What follows belongs to an exercise in optimizing a design on an open flow for small area; a production flow would make more cautious choices. Function was not checked in any run shown here: the RTL went through the layout flow alone. Power figures rest on the tool's default switching activity, not on a simulated workload.

==> flow/design.v, too long to show whole: its modules and the start of the top module <==
// module systolic_array_3x3: 3052 lines
// module pp: 3 lines
// module fa: 4 lines
// module ha: 4 lines
// module xr: 3 lines
module systolic_array_3x3(
    input clk,
    input rst,
    input [71:0] a,
    input [71:0] b,
    output [143:0] c
);
  // ...
==> flow/run.sh <==
#!/bin/bash
# synth_recipe.tcl (not shown) runs the flow's synth.tcl, then flattens the netlist and writes it again
# the make line also repeats each setting of config.mk as NAME=value (left out here)
make -C /OpenROAD-flow-scripts/flow DESIGN_CONFIG=/design/flow/config.mk WORK_HOME=/design/flow/orfs CLKGATE_MAP_FILE= SYNTH_SCRIPT=/design/flow/synth_recipe.tcl finish
==> flow/config.mk <==
export PLATFORM = sky130hd
export DESIGN_NAME = systolic_array_3x3
export DESIGN_NICKNAME = systolic_array_3x3
export VERILOG_FILES = /design/flow/design.v
export SDC_FILE = /design/flow/constraint.sdc
export NUM_CORES = 4
export LEC_CHECK = 0
export CAP_MARGIN = 20
export CORE_MARGIN = 2
export CORE_UTILIZATION = 40
export PLACE_DENSITY = 0.6
export SLEW_MARGIN = 20
export SYNTH_HIERARCHICAL = 1
==> flow/constraint.sdc <==
create_clock -name core_clock -period 8.0 [get_ports {clk}]
set_input_delay 1.6000 -clock core_clock [delete_from_list [all_inputs] [get_ports {clk}]]
set_output_delay 1.6000 -clock core_clock [all_outputs]
set_load 0.01 [all_outputs]
==> flow_summary.yaml, run 1 <==
status:
  so_faults: "setup timing"
  status: "finished with violations"
finish:
  clkbuf_count: 18
  final_cells: 2328
  area_growth_pct: 21.9
  regArea_sq_um: 4540
timing:
  fmax_mhz: 125
  setup_viol: 3
  max_slew_margin: 0.499
  timing.final.ws_setup_ns: -0.0222
pwr:
  power.largest_group: "combinational logic"
  internal_power_mw: 4.28
  combPwrFrac: 0.697
  ir_worst_vdd_v: 0.000251
  clkPwrFrac: 0.120
placement:
  place_ws_ns: -0.451
synthesis:
  synth_top_family_by_area: "adder cells"
  synth_area_leaders: "fa_1 (53%), dfstp_2 (16%), nor2_1 (12%), dfrtp_1 (8.8%), ha_1 (5.2%)"
  synthFlopType: "dfstp_2"
  synth_mux_area_frac: 0
  ys_seq_area_frac: 0.249
  syn_area_per_cell_sq_um: 12.6
  yosys.area_share.simple: 0.118
clock_tree:
  clk_latency_ns: 0.49
  postCtsSetupBuffers: 8
  cts_tree: "yes"
  cts_num_sinks: 176
  cts_repair_resize_count: 134
min_path:
  worst_hold_startpoint: "b01n[6]"
  hold_end: "b02n[6]"
route:
  wl_per_cell_um: 19.7
  drc_errors: 0
  wl_met3_um: 2760
  via_per_inst: 5.02
  detail-route-antenna-nets: 0
global_routing:
  met2_usage: 0.341
  overflow: 0
  grt_pass1_wl_um: 74200
  grt_start_max_net_pins: 68
critical_path:
  arrival_ns: 6.42
  r2r_slack_ns: 0.32
  crit_path_start_kind: "flop"
==> run 2: changes to the inputs <==
--- a/flow/design.v
+++ b/flow/design.v
@@ -1870,23 +1870,23 @@
 fa us139 (.a(k122), .b(k124), .ci(s135), .s(s139), .co(k140));
 fa us141 (.a(s137), .b(k126), .ci(s139), .s(s141), .co(k142));
 fa us143 (.a(k128), .b(s141), .ci(k130), .s(s143), .co(k144));
 fa us145 (.a(s143), .b(k132), .ci(k134), .s(s145), .co(k146));
 assign c00[9] = s145;
 fa us147 (.a(p32), .b(p39), .ci(p46), .s(s147), .co(k148));
 fa us149 (.a(p53), .b(p60), .ci(k136), .s(s149), .co(k150));
 fa us151 (.a(k138), .b(s147), .ci(k140), .s(s151), .co(k152));
-fa us153 (.a(s149), .b(s151), .ci(k142), .s(s153), .co(k154));
+fa us153 (.a(s149), .b(k142), .ci(s151), .s(s153), .co(k154));
 fa us155 (.a(s153), .b(k144), .ci(k146), .s(s155), .co(k156));
 assign c00[10] = s155;
 fa us157 (.a(p40), .b(p47), .ci(p54), .s(s157), .co(k158));
 fa us159 (.a(p61), .b(k148), .ci(s157), .s(s159), .co(k160));
 fa us161 (.a(k150), .b(s159), .ci(k152), .s(s161), .co(k162));
-fa us163 (.a(k154), .b(s161), .ci(k156), .s(s163), .co(k164));
+fa us163 (.a(s161), .b(k154), .ci(k156), .s(s163), .co(k164));
 assign c00[11] = s163;
 fa us165 (.a(p48), .b(p55), .ci(p62), .s(s165), .co(k166));
 fa us167 (.a(k158), .b(s165), .ci(k160), .s(s167), .co(k168));
 fa us169 (.a(s167), .b(k162), .ci(k164), .s(s169), .co(k170));
 assign c00[12] = s169;
 fa us171 (.a(p56), .b(p63), .ci(k166), .s(s171), .co(k172));
 fa us173 (.a(s171), .b(k168), .ci(k170), .s(s173), .co(k174));
 assign c00[13] = s173;
@@ -2006,23 +2006,23 @@
 fa us315 (.a(k298), .b(k300), .ci(s311), .s(s315), .co(k316));
 fa us317 (.a(s313), .b(k302), .ci(s315), .s(s317), .co(k318));
 fa us319 (.a(k304), .b(s317), .ci(k306), .s(s319), .co(k320));
 fa us321 (.a(s319), .b(k308), .ci(k310), .s(s321), .co(k322));
 assign c01[9] = s321;
 fa us323 (.a(p208), .b(p215), .ci(p222), .s(s323), .co(k324));
 fa us325 (.a(p229), .b(p236), .ci(k312), .s(s325), .co(k326));
 fa us327 (.a(k314), .b(s323), .ci(k316), .s(s327), .co(k328));
-fa us329 (.a(s325), .b(s327), .ci(k318), .s(s329), .co(k330));
+fa us329 (.a(s325), .b(k318), .ci(s327), .s(s329), .co(k330));
 fa us331 (.a(s329), .b(k320), .ci(k322), .s(s331), .co(k332));
 assign c01[10] = s331;
 fa us333 (.a(p216), .b(p223), .ci(p230), .s(s333), .co(k334));
 fa us335 (.a(p237), .b(k324), .ci(s333), .s(s335), .co(k336));
 fa us337 (.a(k326), .b(s335), .ci(k328), .s(s337), .co(k338));
-fa us339 (.a(k330), .b(s337), .ci(k332), .s(s339), .co(k340));
+fa us339 (.a(s337), .b(k330), .ci(k332), .s(s339), .co(k340));
 assign c01[11] = s339;
 fa us341 (.a(p224), .b(p231), .ci(p238), .s(s341), .co(k342));
 fa us343 (.a(k334), .b(s341), .ci(k336), .s(s343), .co(k344));
 fa us345 (.a(s343), .b(k338), .ci(k340), .s(s345), .co(k346));
 assign c01[12] = s345;
 fa us347 (.a(p232), .b(p239), .ci(k342), .s(s347), .co(k348));
 fa us349 (.a(s347), .b(k344), .ci(k346), .s(s349), .co(k350));
 assign c01[13] = s349;
@@ -2142,23 +2142,23 @@
 fa us491 (.a(k474), .b(k476), .ci(s487), .s(s491), .co(k492));
 fa us493 (.a(s489), .b(k478), .ci(s491), .s(s493), .co(k494));
 fa us495 (.a(k480), .b(s493), .ci(k482), .s(s495), .co(k496));
 fa us497 (.a(s495), .b(k484), .ci(k486), .s(s497), .co(k498));
 assign c02[9] = s497;
 fa us499 (.a(p384), .b(p391), .ci(p398), .s(s499), .co(k500));
 fa us501 (.a(p405), .b(p412), .ci(k488), .s(s501), .co(k502));
 fa us503 (.a(k490), .b(s499), .ci(k492), .s(s503), .co(k504));
-fa us505 (.a(s501), .b(s503), .ci(k494), .s(s505), .co(k506));
+fa us505 (.a(s501), .b(k494), .ci(s503), .s(s505), .co(k506));
 fa us507 (.a(s505), .b(k496), .ci(k498), .s(s507), .co(k508));
 assign c02[10] = s507;
 fa us509 (.a(p392), .b(p399), .ci(p406), .s(s509), .co(k510));
 fa us511 (.a(p413), .b(k500), .ci(s509), .s(s511), .co(k512));
 fa us513 (.a(k502), .b(s511), .ci(k504), .s(s513), .co(k514));
-fa us515 (.a(k506), .b(s513), .ci(k508), .s(s515), .co(k516));
+fa us515 (.a(s513), .b(k506), .ci(k508), .s(s515), .co(k516));
 assign c02[11] = s515;
 fa us517 (.a(p400), .b(p407), .ci(p414), .s(s517), .co(k518));
 fa us519 (.a(k510), .b(s517), .ci(k512), .s(s519), .co(k520));
 fa us521 (.a(s519), .b(k514), .ci(k516), .s(s521), .co(k522));
 assign c02[12] = s521;
 fa us523 (.a(p408), .b(p415), .ci(k518), .s(s523), .co(k524));
 fa us525 (.a(s523), .b(k520), .ci(k522), .s(s525), .co(k526));
 assign c02[13] = s525;
@@ -2278,23 +2278,23 @@
 fa us667 (.a(k650), .b(k652), .ci(s663), .s(s667), .co(k668));
 fa us669 (.a(s665), .b(k654), .ci(s667), .s(s669), .co(k670));
 fa us671 (.a(k656), .b(s669), .ci(k658), .s(s671), .co(k672));
 fa us673 (.a(s671), .b(k660), .ci(k662), .s(s673), .co(k674));
 assign c10[9] = s673;
 fa us675 (.a(p560), .b(p567), .ci(p574), .s(s675), .co(k676));
 fa us677 (.a(p581), .b(p588), .ci(k664), .s(s677), .co(k678));
 fa us679 (.a(k666), .b(s675), .ci(k668), .s(s679), .co(k680));
-fa us681 (.a(s677), .b(s679), .ci(k670), .s(s681), .co(k682));
+fa us681 (.a(s677), .b(k670), .ci(s679), .s(s681), .co(k682));
 fa us683 (.a(s681), .b(k672), .ci(k674), .s(s683), .co(k684));
 assign c10[10] = s683;
 fa us685 (.a(p568), .b(p575), .ci(p582), .s(s685), .co(k686));
 fa us687 (.a(p589), .b(k676), .ci(s685), .s(s687), .co(k688));
 fa us689 (.a(k678), .b(s687), .ci(k680), .s(s689), .co(k690));
-fa us691 (.a(k682), .b(s689), .ci(k684), .s(s691), .co(k692));
+fa us691 (.a(s689), .b(k682), .ci(k684), .s(s691), .co(k692));
 assign c10[11] = s691;
 fa us693 (.a(p576), .b(p583), .ci(p590), .s(s693), .co(k694));
 fa us695 (.a(k686), .b(s693), .ci(k688), .s(s695), .co(k696));
 fa us697 (.a(s695), .b(k690), .ci(k692), .s(s697), .co(k698));
 assign c10[12] = s697;
 fa us699 (.a(p584), .b(p591), .ci(k694), .s(s699), .co(k700));
 fa us701 (.a(s699), .b(k696), .ci(k698), .s(s701), .co(k702));
 assign c10[13] = s701;
@@ -2414,23 +2414,23 @@
 fa us843 (.a(k826), .b(k828), .ci(s839), .s(s843), .co(k844));
 fa us845 (.a(s841), .b(k830), .ci(s843), .s(s845), .co(k846));
 fa us847 (.a(k832), .b(s845), .ci(k834), .s(s847), .co(k848));
 fa us849 (.a(s847), .b(k836), .ci(k838), .s(s849), .co(k850));
 assign c20[9] = s849;
 fa us851 (.a(p736), .b(p743), .ci(p750), .s(s851), .co(k852));
 fa us853 (.a(p757), .b(p764), .ci(k840), .s(s853), .co(k854));
 fa us855 (.a(k842), .b(s851), .ci(k844), .s(s855), .co(k856));
-fa us857 (.a(s853), .b(s855), .ci(k846), .s(s857), .co(k858));
+fa us857 (.a(s853), .b(k846), .ci(s855), .s(s857), .co(k858));
 fa us859 (.a(s857), .b(k848), .ci(k850), .s(s859), .co(k860));
 assign c20[10] = s859;
 fa us861 (.a(p744), .b(p751), .ci(p758), .s(s861), .co(k862));
 fa us863 (.a(p765), .b(k852), .ci(s861), .s(s863), .co(k864));
 fa us865 (.a(k854), .b(s863), .ci(k856), .s(s865), .co(k866));
-fa us867 (.a(k858), .b(s865), .ci(k860), .s(s867), .co(k868));
+fa us867 (.a(s865), .b(k858), .ci(k860), .s(s867), .co(k868));
 assign c20[11] = s867;
 fa us869 (.a(p752), .b(p759), .ci(p766), .s(s869), .co(k870));
 fa us871 (.a(k862), .b(s869), .ci(k864), .s(s871), .co(k872));
 fa us873 (.a(s871), .b(k866), .ci(k868), .s(s873), .co(k874));
 assign c20[12] = s873;
 fa us875 (.a(p760), .b(p767), .ci(k870), .s(s875), .co(k876));
 fa us877 (.a(s875), .b(k872), .ci(k874), .s(s877), .co(k878));
 assign c20[13] = s877;
@@ -2513,17 +2513,17 @@
 fa us957 (.a(p884), .b(p891), .ci(p898), .s(s957), .co(k958));
 fa us959 (.a(p905), .b(k952), .ci(s957), .s(s959), .co(k960));
 fa us961 (.a(s959), .b(k954), .ci(c00[3]), .s(s961), .co(k962));
 ha us963 (.a(k956), .b(s961), .s(s963), .co(k964));
 assign n11[3] = s963;
 fa us965 (.a(p885), .b(p892), .ci(p899), .s(s965), .co(k966));
 fa us967 (.a(p906), .b(p913), .ci(k958), .s(s967), .co(k968));
 fa us969 (.a(s965), .b(k960), .ci(s967), .s(s969), .co(k970));
-fa us971 (.a(s969), .b(c00[4]), .ci(k962), .s(s971), .co(k972));
+fa us971 (.a(s969), .b(k962), .ci(c00[4]), .s(s971), .co(k972));
 ha us973 (.a(k964), .b(s971), .s(s973), .co(k974));
 assign n11[4] = s973;
 fa us975 (.a(p886), .b(p893), .ci(p900), .s(s975), .co(k976));
 fa us977 (.a(p907), .b(p914), .ci(p921), .s(s977), .co(k978));
 fa us979 (.a(k966), .b(s975), .ci(s977), .s(s979), .co(k980));
 fa us981 (.a(k968), .b(s979), .ci(k970), .s(s981), .co(k982));
 fa us983 (.a(s981), .b(c00[5]), .ci(k972), .s(s983), .co(k984));
 ha us985 (.a(k974), .b(s983), .s(s985), .co(k986));
@@ -2560,37 +2560,37 @@
 fa us1039 (.a(s1035), .b(k1022), .ci(s1037), .s(s1039), .co(k1040));
 fa us1041 (.a(k1024), .b(s1039), .ci(k1026), .s(s1041), .co(k1042));
 fa us1043 (.a(s1041), .b(k1028), .ci(c00[9]), .s(s1043), .co(k1044));
 fa us1045 (.a(k1030), .b(k1032), .ci(s1043), .s(s1045), .co(k1046));
 assign n11[9] = s1045;
 fa us1047 (.a(p912), .b(p919), .ci(p926), .s(s1047), .co(k1048));
 fa us1049 (.a(p933), .b(p940), .ci(k1034), .s(s1049), .co(k1050));
 fa us1051 (.a(k1036), .b(s1047), .ci(k1038), .s(s1051), .co(k1052));
-fa us1053 (.a(s1049), .b(s1051), .ci(k1040), .s(s1053), .co(k1054));
+fa us1053 (.a(s1049), .b(k1040), .ci(s1051), .s(s1053), .co(k1054));
 fa us1055 (.a(s1053), .b(k1042), .ci(c00[10]), .s(s1055), .co(k1056));
 fa us1057 (.a(k1044), .b(k1046), .ci(s1055), .s(s1057), .co(k1058));
 assign n11[10] = s1057;
 fa us1059 (.a(p920), .b(p927), .ci(p934), .s(s1059), .co(k1060));
 fa us1061 (.a(p941), .b(k1048), .ci(s1059), .s(s1061), .co(k1062));
 fa us1063 (.a(k1050), .b(s1061), .ci(k1052), .s(s1063), .co(k1064));
-fa us1065 (.a(k1054), .b(s1063), .ci(c00[11]), .s(s1065), .co(k1066));
-fa us1067 (.a(k1056), .b(k1058), .ci(s1065), .s(s1067), .co(k1068));
+fa us1065 (.a(s1063), .b(k1054), .ci(k1056), .s(s1065), .co(k1066));
+fa us1067 (.a(c00[11]), .b(s1065), .ci(k1058), .s(s1067), .co(k1068));
 assign n11[11] = s1067;
 fa us1069 (.a(p928), .b(p935), .ci(p942), .s(s1069), .co(k1070));
 fa us1071 (.a(k1060), .b(s1069), .ci(k1062), .s(s1071), .co(k1072));
-fa us1073 (.a(s1071), .b(k1064), .ci(c00[12]), .s(s1073), .co(k1074));
-fa us1075 (.a(k1066), .b(k1068), .ci(s1073), .s(s1075), .co(k1076));
+fa us1073 (.a(s1071), .b(k1064), .ci(k1066), .s(s1073), .co(k1074));
+fa us1075 (.a(c00[12]), .b(s1073), .ci(k1068), .s(s1075), .co(k1076));
 assign n11[12] = s1075;
 fa us1077 (.a(p936), .b(p943), .ci(k1070), .s(s1077), .co(k1078));
-fa us1079 (.a(s1077), .b(k1072), .ci(c00[13]), .s(s1079), .co(k1080));
-fa us1081 (.a(k1074), .b(k1076), .ci(s1079), .s(s1081), .co(k1082));
+fa us1079 (.a(s1077), .b(k1072), .ci(k1074), .s(s1079), .co(k1080));
+fa us1081 (.a(c00[13]), .b(s1079), .ci(k1076), .s(s1081), .co(k1082));
 assign n11[13] = s1081;
-fa us1083 (.a(p944), .b(k1078), .ci(c00[14]), .s(s1083), .co(k1084));
-fa us1085 (.a(k1080), .b(k1082), .ci(s1083), .s(s1085), .co(k1086));
+fa us1083 (.a(p944), .b(k1078), .ci(k1080), .s(s1083), .co(k1084));
+fa us1085 (.a(c00[14]), .b(s1083), .ci(k1082), .s(s1085), .co(k1086));
 assign n11[14] = s1085;
 xr us1087 (.a(c00[15]), .b(k1084), .y(s1087));
 xr us1088 (.a(s1087), .b(k1086), .y(s1088));
 assign n11[15] = s1088;
 pp up1089 (.an(a02n[0]), .bn(b11n[0]), .p(p1089));
 pp up1090 (.an(a02n[0]), .bn(b11n[1]), .p(p1090));
 pp up1091 (.an(a02n[0]), .bn(b11n[2]), .p(p1091));
 pp up1092 (.an(a02n[0]), .bn(b11n[3]), .p(p1092));
@@ -2666,17 +2666,17 @@
 fa us1165 (.a(p1092), .b(p1099), .ci(p1106), .s(s1165), .co(k1166));
 fa us1167 (.a(p1113), .b(k1160), .ci(s1165), .s(s1167), .co(k1168));
 fa us1169 (.a(s1167), .b(k1162), .ci(c01[3]), .s(s1169), .co(k1170));
 ha us1171 (.a(k1164), .b(s1169), .s(s1171), .co(k1172));
 assign n12[3] = s1171;
 fa us1173 (.a(p1093), .b(p1100), .ci(p1107), .s(s1173), .co(k1174));
 fa us1175 (.a(p1114), .b(p1121), .ci(k1166), .s(s1175), .co(k1176));
 fa us1177 (.a(s1173), .b(k1168), .ci(s1175), .s(s1177), .co(k1178));
-fa us1179 (.a(s1177), .b(c01[4]), .ci(k1170), .s(s1179), .co(k1180));
+fa us1179 (.a(s1177), .b(k1170), .ci(c01[4]), .s(s1179), .co(k1180));
 ha us1181 (.a(k1172), .b(s1179), .s(s1181), .co(k1182));
 assign n12[4] = s1181;
 fa us1183 (.a(p1094), .b(p1101), .ci(p1108), .s(s1183), .co(k1184));
 fa us1185 (.a(p1115), .b(p1122), .ci(p1129), .s(s1185), .co(k1186));
 fa us1187 (.a(k1174), .b(s1183), .ci(s1185), .s(s1187), .co(k1188));
 fa us1189 (.a(k1176), .b(s1187), .ci(k1178), .s(s1189), .co(k1190));
 fa us1191 (.a(s1189), .b(c01[5]), .ci(k1180), .s(s1191), .co(k1192));
 ha us1193 (.a(k1182), .b(s1191), .s(s1193), .co(k1194));
@@ -2713,37 +2713,37 @@
 fa us1247 (.a(s1243), .b(k1230), .ci(s1245), .s(s1247), .co(k1248));
 fa us1249 (.a(k1232), .b(s1247), .ci(k1234), .s(s1249), .co(k1250));
 fa us1251 (.a(s1249), .b(k1236), .ci(c01[9]), .s(s1251), .co(k1252));
 fa us1253 (.a(k1238), .b(k1240), .ci(s1251), .s(s1253), .co(k1254));
 assign n12[9] = s1253;
 fa us1255 (.a(p1120), .b(p1127), .ci(p1134), .s(s1255), .co(k1256));
 fa us1257 (.a(p1141), .b(p1148), .ci(k1242), .s(s1257), .co(k1258));
 fa us1259 (.a(k1244), .b(s1255), .ci(k1246), .s(s1259), .co(k1260));
-fa us1261 (.a(s1257), .b(s1259), .ci(k1248), .s(s1261), .co(k1262));
+fa us1261 (.a(s1257), .b(k1248), .ci(s1259), .s(s1261), .co(k1262));
 fa us1263 (.a(s1261), .b(k1250), .ci(c01[10]), .s(s1263), .co(k1264));
 fa us1265 (.a(k1252), .b(k1254), .ci(s1263), .s(s1265), .co(k1266));
 assign n12[10] = s1265;
 fa us1267 (.a(p1128), .b(p1135), .ci(p1142), .s(s1267), .co(k1268));
 fa us1269 (.a(p1149), .b(k1256), .ci(s1267), .s(s1269), .co(k1270));
 fa us1271 (.a(k1258), .b(s1269), .ci(k1260), .s(s1271), .co(k1272));
-fa us1273 (.a(k1262), .b(s1271), .ci(c01[11]), .s(s1273), .co(k1274));
-fa us1275 (.a(k1264), .b(k1266), .ci(s1273), .s(s1275), .co(k1276));
+fa us1273 (.a(s1271), .b(k1262), .ci(k1264), .s(s1273), .co(k1274));
+fa us1275 (.a(c01[11]), .b(s1273), .ci(k1266), .s(s1275), .co(k1276));
 assign n12[11] = s1275;
 fa us1277 (.a(p1136), .b(p1143), .ci(p1150), .s(s1277), .co(k1278));
 fa us1279 (.a(k1268), .b(s1277), .ci(k1270), .s(s1279), .co(k1280));
-fa us1281 (.a(s1279), .b(k1272), .ci(c01[12]), .s(s1281), .co(k1282));
-fa us1283 (.a(k1274), .b(k1276), .ci(s1281), .s(s1283), .co(k1284));
+fa us1281 (.a(s1279), .b(k1272), .ci(k1274), .s(s1281), .co(k1282));
+fa us1283 (.a(c01[12]), .b(s1281), .ci(k1276), .s(s1283), .co(k1284));
 assign n12[12] = s1283;
 fa us1285 (.a(p1144), .b(p1151), .ci(k1278), .s(s1285), .co(k1286));
-fa us1287 (.a(s1285), .b(k1280), .ci(c01[13]), .s(s1287), .co(k1288));
-fa us1289 (.a(k1282), .b(k1284), .ci(s1287), .s(s1289), .co(k1290));
+fa us1287 (.a(s1285), .b(k1280), .ci(k1282), .s(s1287), .co(k1288));
+fa us1289 (.a(c01[13]), .b(s1287), .ci(k1284), .s(s1289), .co(k1290));
 assign n12[13] = s1289;
-fa us1291 (.a(p1152), .b(k1286), .ci(c01[14]), .s(s1291), .co(k1292));
-fa us1293 (.a(k1288), .b(k1290), .ci(s1291), .s(s1293), .co(k1294));
+fa us1291 (.a(p1152), .b(k1286), .ci(k1288), .s(s1291), .co(k1292));
+fa us1293 (.a(c01[14]), .b(s1291), .ci(k1290), .s(s1293), .co(k1294));
 assign n12[14] = s1293;
 xr us1295 (.a(c01[15]), .b(k1292), .y(s1295));
 xr us1296 (.a(s1295), .b(k1294), .y(s1296));
 assign n12[15] = s1296;
 pp up1297 (.an(a11n[0]), .bn(b20n[0]), .p(p1297));
 pp up1298 (.an(a11n[0]), .bn(b20n[1]), .p(p1298));
 pp up1299 (.an(a11n[0]), .bn(b20n[2]), .p(p1299));
 pp up1300 (.an(a11n[0]), .bn(b20n[3]), .p(p1300));
@@ -2819,17 +2819,17 @@
 fa us1373 (.a(p1300), .b(p1307), .ci(p1314), .s(s1373), .co(k1374));
 fa us1375 (.a(p1321), .b(k1368), .ci(s1373), .s(s1375), .co(k1376));
 fa us1377 (.a(s1375), .b(k1370), .ci(c10[3]), .s(s1377), .co(k1378));
 ha us1379 (.a(k1372), .b(s1377), .s(s1379), .co(k1380));
 assign n21[3] = s1379;
 fa us1381 (.a(p1301), .b(p1308), .ci(p1315), .s(s1381), .co(k1382));
 fa us1383 (.a(p1322), .b(p1329), .ci(k1374), .s(s1383), .co(k1384));
 fa us1385 (.a(s1381), .b(k1376), .ci(s1383), .s(s1385), .co(k1386));
-fa us1387 (.a(s1385), .b(c10[4]), .ci(k1378), .s(s1387), .co(k1388));
+fa us1387 (.a(s1385), .b(k1378), .ci(c10[4]), .s(s1387), .co(k1388));
 ha us1389 (.a(k1380), .b(s1387), .s(s1389), .co(k1390));
 assign n21[4] = s1389;
 fa us1391 (.a(p1302), .b(p1309), .ci(p1316), .s(s1391), .co(k1392));
 fa us1393 (.a(p1323), .b(p1330), .ci(p1337), .s(s1393), .co(k1394));
 fa us1395 (.a(k1382), .b(s1391), .ci(s1393), .s(s1395), .co(k1396));
 fa us1397 (.a(k1384), .b(s1395), .ci(k1386), .s(s1397), .co(k1398));
 fa us1399 (.a(s1397), .b(c10[5]), .ci(k1388), .s(s1399), .co(k1400));
 ha us1401 (.a(k1390), .b(s1399), .s(s1401), .co(k1402));
@@ -2866,37 +2866,37 @@
 fa us1455 (.a(s1451), .b(k1438), .ci(s1453), .s(s1455), .co(k1456));
 fa us1457 (.a(k1440), .b(s1455), .ci(k1442), .s(s1457), .co(k1458));
 fa us1459 (.a(s1457), .b(k1444), .ci(c10[9]), .s(s1459), .co(k1460));
 fa us1461 (.a(k1446), .b(k1448), .ci(s1459), .s(s1461), .co(k1462));
 assign n21[9] = s1461;
 fa us1463 (.a(p1328), .b(p1335), .ci(p1342), .s(s1463), .co(k1464));
 fa us1465 (.a(p1349), .b(p1356), .ci(k1450), .s(s1465), .co(k1466));
 fa us1467 (.a(k1452), .b(s1463), .ci(k1454), .s(s1467), .co(k1468));
-fa us1469 (.a(s1465), .b(s1467), .ci(k1456), .s(s1469), .co(k1470));
+fa us1469 (.a(s1465), .b(k1456), .ci(s1467), .s(s1469), .co(k1470));
 fa us1471 (.a(s1469), .b(k1458), .ci(c10[10]), .s(s1471), .co(k1472));
 fa us1473 (.a(k1460), .b(k1462), .ci(s1471), .s(s1473), .co(k1474));
 assign n21[10] = s1473;
 fa us1475 (.a(p1336), .b(p1343), .ci(p1350), .s(s1475), .co(k1476));
 fa us1477 (.a(p1357), .b(k1464), .ci(s1475), .s(s1477), .co(k1478));
 fa us1479 (.a(k1466), .b(s1477), .ci(k1468), .s(s1479), .co(k1480));
-fa us1481 (.a(k1470), .b(s1479), .ci(c10[11]), .s(s1481), .co(k1482));
-fa us1483 (.a(k1472), .b(k1474), .ci(s1481), .s(s1483), .co(k1484));
+fa us1481 (.a(s1479), .b(k1470), .ci(k1472), .s(s1481), .co(k1482));
+fa us1483 (.a(c10[11]), .b(s1481), .ci(k1474), .s(s1483), .co(k1484));
 assign n21[11] = s1483;
 fa us1485 (.a(p1344), .b(p1351), .ci(p1358), .s(s1485), .co(k1486));
 fa us1487 (.a(k1476), .b(s1485), .ci(k1478), .s(s1487), .co(k1488));
-fa us1489 (.a(s1487), .b(k1480), .ci(c10[12]), .s(s1489), .co(k1490));
-fa us1491 (.a(k1482), .b(k1484), .ci(s1489), .s(s1491), .co(k1492));
+fa us1489 (.a(s1487), .b(k1480), .ci(k1482), .s(s1489), .co(k1490));
+fa us1491 (.a(c10[12]), .b(s1489), .ci(k1484), .s(s1491), .co(k1492));
 assign n21[12] = s1491;
 fa us1493 (.a(p1352), .b(p1359), .ci(k1486), .s(s1493), .co(k1494));
-fa us1495 (.a(s1493), .b(k1488), .ci(c10[13]), .s(s1495), .co(k1496));
-fa us1497 (.a(k1490), .b(k1492), .ci(s1495), .s(s1497), .co(k1498));
+fa us1495 (.a(s1493), .b(k1488), .ci(k1490), .s(s1495), .co(k1496));
+fa us1497 (.a(c10[13]), .b(s1495), .ci(k1492), .s(s1497), .co(k1498));
 assign n21[13] = s1497;
-fa us1499 (.a(p1360), .b(k1494), .ci(c10[14]), .s(s1499), .co(k1500));
-fa us1501 (.a(k1496), .b(k1498), .ci(s1499), .s(s1501), .co(k1502));
+fa us1499 (.a(p1360), .b(k1494), .ci(k1496), .s(s1499), .co(k1500));
+fa us1501 (.a(c10[14]), .b(s1499), .ci(k1498), .s(s1501), .co(k1502));
 assign n21[14] = s1501;
 xr us1503 (.a(c10[15]), .b(k1500), .y(s1503));
 xr us1504 (.a(s1503), .b(k1502), .y(s1504));
 assign n21[15] = s1504;
 pp up1505 (.an(a12n[0]), .bn(b21n[0]), .p(p1505));
 pp up1506 (.an(a12n[0]), .bn(b21n[1]), .p(p1506));
 pp up1507 (.an(a12n[0]), .bn(b21n[2]), .p(p1507));
 pp up1508 (.an(a12n[0]), .bn(b21n[3]), .p(p1508));
@@ -3012,37 +3012,37 @@
 fa us1651 (.a(s1647), .b(k1634), .ci(s1649), .s(s1651), .co(k1652));
 fa us1653 (.a(k1636), .b(s1651), .ci(k1638), .s(s1653), .co(k1654));
 ha us1655 (.a(k1640), .b(s1653), .s(s1655), .co(k1656));
 assign n22[8] = s1655;
 fa us1657 (.a(c11[9]), .b(p1528), .ci(p1535), .s(s1657), .co(k1658));
 fa us1659 (.a(p1542), .b(p1549), .ci(p1556), .s(s1659), .co(k1660));
 fa us1661 (.a(p1563), .b(k1642), .ci(k1644), .s(s1661), .co(k1662));
 fa us1663 (.a(s1657), .b(s1659), .ci(k1646), .s(s1663), .co(k1664));
-fa us1665 (.a(k1648), .b(s1661), .ci(k1650), .s(s1665), .co(k1666));
-fa us1667 (.a(s1663), .b(k1652), .ci(s1665), .s(s1667), .co(k1668));
+fa us1665 (.a(k1648), .b(s1661), .ci(s1663), .s(s1665), .co(k1666));
+fa us1667 (.a(k1650), .b(s1665), .ci(k1652), .s(s1667), .co(k1668));
 fa us1669 (.a(s1667), .b(k1654), .ci(k1656), .s(s1669), .co(k1670));
 assign n22[9] = s1669;
 fa us1671 (.a(c11[10]), .b(p1536), .ci(p1543), .s(s1671), .co(k1672));
 fa us1673 (.a(p1550), .b(p1557), .ci(p1564), .s(s1673), .co(k1674));
 fa us1675 (.a(k1658), .b(k1660), .ci(s1671), .s(s1675), .co(k1676));
 fa us1677 (.a(s1673), .b(k1662), .ci(s1675), .s(s1677), .co(k1678));
 fa us1679 (.a(k1664), .b(s1677), .ci(k1666), .s(s1679), .co(k1680));
-fa us1681 (.a(k1668), .b(s1679), .ci(k1670), .s(s1681), .co(k1682));
+fa us1681 (.a(s1679), .b(k1668), .ci(k1670), .s(s1681), .co(k1682));
 assign n22[10] = s1681;
 fa us1683 (.a(c11[11]), .b(p1544), .ci(p1551), .s(s1683), .co(k1684));
 fa us1685 (.a(p1558), .b(p1565), .ci(k1672), .s(s1685), .co(k1686));
 fa us1687 (.a(k1674), .b(s1683), .ci(k1676), .s(s1687), .co(k1688));
-fa us1689 (.a(s1685), .b(s1687), .ci(k1678), .s(s1689), .co(k1690));
+fa us1689 (.a(s1685), .b(k1678), .ci(s1687), .s(s1689), .co(k1690));
 fa us1691 (.a(s1689), .b(k1680), .ci(k1682), .s(s1691), .co(k1692));
 assign n22[11] = s1691;
 fa us1693 (.a(c11[12]), .b(p1552), .ci(p1559), .s(s1693), .co(k1694));
 fa us1695 (.a(p1566), .b(k1684), .ci(s1693), .s(s1695), .co(k1696));
 fa us1697 (.a(k1686), .b(s1695), .ci(k1688), .s(s1697), .co(k1698));
-fa us1699 (.a(k1690), .b(s1697), .ci(k1692), .s(s1699), .co(k1700));
+fa us1699 (.a(s1697), .b(k1690), .ci(k1692), .s(s1699), .co(k1700));
 assign n22[12] = s1699;
 fa us1701 (.a(c11[13]), .b(p1560), .ci(p1567), .s(s1701), .co(k1702));
 fa us1703 (.a(k1694), .b(s1701), .ci(k1696), .s(s1703), .co(k1704));
 fa us1705 (.a(s1703), .b(k1698), .ci(k1700), .s(s1705), .co(k1706));
 assign n22[13] = s1705;
 fa us1707 (.a(c11[14]), .b(p1568), .ci(k1702), .s(s1707), .co(k1708));
 fa us1709 (.a(s1707), .b(k1704), .ci(k1706), .s(s1709), .co(k1710));
 assign n22[14] = s1709;
==> flow_summary.yaml, run 2 <==
timing:
  final-max-slew-violation-count: 0
  hold_slack_ns: 0.415
  max_slew.worst_pin.slew_ns: 0.805
  finalHoldViolCount: 0
  setup_viol: 1
  rsz0062_at_grt: "yes"
  max_slew_margin: 0.463
  fin_worst_skew_ns: 0.0169
  fin_setup_tns_ns: -0.0130
  timing.final.ws_setup_ns: -0.0130
  fin_crit_sh: 1.00
  post-route-min-period_ns: 8.01
  fmax_mhz: 125
route:
  route.final.wire_length_um: 44300
  drt_iter0_drc: 787
  vias: 11400
  via_per_inst: 4.93
  dr.pass1.iters: 5
  detail-route-antenna-nets: 0
  wl_per_cell_um: 19.1
  drc_errors: 0
clock_tree:
  clk_path_buf_depth: 2
  ctsHoldBuffers: 0
  clk_pin_slew_worst_paths_ns: 0.07
  cts-root-buf: "clkbuf_16"
  cts_num_sinks: 176
  cts_tree: "yes"
  cts_buffers: 17
  clk_latency_ns: 0.49
  htreeDepth: 4
synthesis:
  yosysTopAreaCellShare: 0.534
  synth-seq-cells: 176
  syn_inst: 1453
  yosysMostFrequentCell: "nor2_1"
  synthFlopType: "dfstp_2"
  synth_area_leaders: "fa_1 (53%), dfstp_2 (16%), nor2_1 (12%), dfrtp_1 (8.8%), ha_1 (5.2%)"
  synth_commonest_cells: "nor2_1 (576), fa_1 (488), dfstp_2 (112), buf_4 (80), ha_1 (76)"
  synthArstFlopShare: 1.00
  synth_edf_count: 0
  syn_area_sq_um: 18300
  synth_fp_nets: 2163
  yosys_warnings: 7
  yosysTopAreaCell: "fa_1"
  syn_area_per_cell_sq_um: 12.6
  ys_seq_area_frac: 0.249
  synthDistinctLibCells: 8
critical_path:
  r2r_end: "c12[15]"
  worstSetupPathType: "flop to primary output"
  crit_path_start_kind: "flop"
  timing.rr.start: "a02n[0]"
  arrival_ns: 6.41
  r2r_slack_ns: 0.57
  slowest_stage: "dfstp_2"
  worstRegToRegCells: 20
  cpMostUsedCell: "fa_2"
  required_ns: 6.40
  path_cells: "nor2_2 -> fa_2 -> fa_2 -> fa_2 -> fa_2 -> fa_2 -> fa_2 -> fa_1 -> ha_2 -> fa_2 -> fa_2 -> fa_2 -> fa_2 -> fa_2 -> fa_2 -> buf_6"
  slowest_delay_ns: 0.60
  worst_setup_path_end_kind: "primary output"
  crit_fanout: 3
finish:
  drive_gt1_frac: 0.205
  final_core_util: 0.488
  final_nets: 2413
  area_growth_pct: 20.8
  final_cell_mix: "nor2_1 (569), fa_1 (421), clkdlybuf4s50_1 (178), dfstp_2 (112), buf_4 (110)"
  final_cells: 2316
  final_cell_area_sq_um: 22100
  multi_input_area_sq_um: 13200
  diodes: 0
  final_common_cell: "nor2_1"
  fillers: 4071
  regArea_sq_um: 4540
status:
  status: "finished with violations"
  so_faults: "setup timing"
floorplanning:
  core-area_sq_um: 45300
  rows: 78
  die_h_um: 218
  num_io_pins: 290
  start_util: 0.404
  die_area_sq_um: 47400
  die_w_um: 218
min_path:
  worstHoldPathType: "flop to flop"
  worst_hold_startpoint: "a02n[6]"
  min_path_cells: 0
  hold_end: "a12n[6]"
placement:
  place_inst: 2279
  hpwl_um: 36200
  routabilityCongestion: 0.873
  post_dp_cell_area_sq_um: 21200
  port_buffers: 193
  place_ws_ns: -0.471
global_routing:
  grt_pass1_wl_um: 72500
  antenna_found_initial: 0
  grt_pass1_vias: 13200
  grt_start_max_net_pins: 135
  grt_util_all_layers: 0.205
  overflow: 0
pwr:
  power_density_nw_per_um2: 329
  finalPower_mw: 7.26
  ir_worst_vdd_v: 0.000328
  leakagePower_nw: 9.98
flow_run:
  maxCapViolations: 0
## run 2: changes by cell type in the layout (fill, tap and decap cells not counted), sizes merged, moves of 2 or more
| cell | previous run | this run |
|---|---|---|
| dlygate4sd2 | 5 | 3 |
| clkbuf | 18 | 20 |
| bufinv | 1 | 3 |
| buf | 140 | 127 |
## run 2: timing repair
| action | 4_1_cts | 5_1_grt |
|---|---|---|
| pin swaps | 6 | 11 |
| endpoints found under the setup margin | 20 | 13 |
| buffers inserted | 3 | 2 |
| gates resized for setup | 125 | 19 |
## run 2: layout make-up
type | instances | area share
timing repair buffer | 311 | 0.128
clock buffer | 18 | 0.0194
inverter | 49 | 0.00856
clock inverter | 14 | 0.00805
multi-input combinational | 1148 | 0.596
tap | 600 | 0.0340
sequential | 176 | 0.206
## run 2: logic make-up (layout without fill, tap and decap cells)
| kind of cell | count (synthesis) | count (layout) | synth area share |
|---|---|---|---|
| XOR/XNOR | 8 | 8 | 0.00383 |
| adder cells (fa/ha/maj) | 564 | 564 | 0.586 |
| buffers and inverters | 129 | 392 | 0.0429 |
| flip-flops | 176 | 176 | 0.249 |
| AND/OR/NAND/NOR | 576 | 576 | 0.118 |
## run 2: worst max path at each step
stage	from	to	slack, ns	cells past startpoint
detailed placement	b00n[2]	c[14]	-0.47	16
global route	b01n[2]	c[30]	-0.20	16
CTS	b01n[1]	c[30]	-0.13	16
floorplan	b10n[3]	c[62]	0.06	16
finish	b01n[2]	c[30]	-0.01	16
global placement	b00n[2]	c[14]	-0.44	16
## run 2: report_power, final
part / internal [mW] / switching (mW)
clock: 0.497 / 0.408
sequential: 1.20 / 0.146
combinational: 2.58 / 2.43
total: 4.28 / 2.98
## run 2: critical path: cells and delay by family (launching register included)
kind	cells	cell delay, ns
AND/OR/NAND/NOR	1	0.07
adder cells (fa/ha/maj)	14	5.16
buffers and inverters	1	0.11
flip-flops	1	0.60
## run 2: Yosys stat by module (local to each module, per instance)
module / flops+latches / times used / area [sq um]
fa: 0 / 488 / 20.0
ha: 0 / 76 / 12.5
xr: 0 / 8 / 8.76
pp: 0 / 576 / 3.75
systolic_array_3x3: 176 / 1 / 5330
## run 2: metal layers
layer  up-vias  global-route usage  part of all wire
li1       4832                   -                 -
met1      6114               0.273              0.41
met2       415               0.339              0.50
met3        53              0.0347             0.055
met4         0              0.0744             0.030
met5         -                   0                 0

## separate check: timing with driven ports
In the flow no input, the clock included, has a driving cell. The finished layouts below were timed again as built, in two steps.
Step 1 sets driving cells, clkbuf_16 on the clock port and buf_2 on the other inputs (assumed; they add their load-dependent delay and slew).
Step 2 times the ports against the registers' clock, not the clock port: input delays grow and output delays shrink by t, the midpoint of the rising clock arrivals with the driver on.
Three values: ideal ports, drivers, drivers and shift; two values: the first two.
run | t, ns | setup WS [ns] | clock arrival spread, ns
run 1 | 0.539 | -0.022 / -0.081 / 0.319 | 0.014 / 0.014
run 2 | 0.532 | -0.013 / -0.066 / 0.466 | 0.020 / 0.021
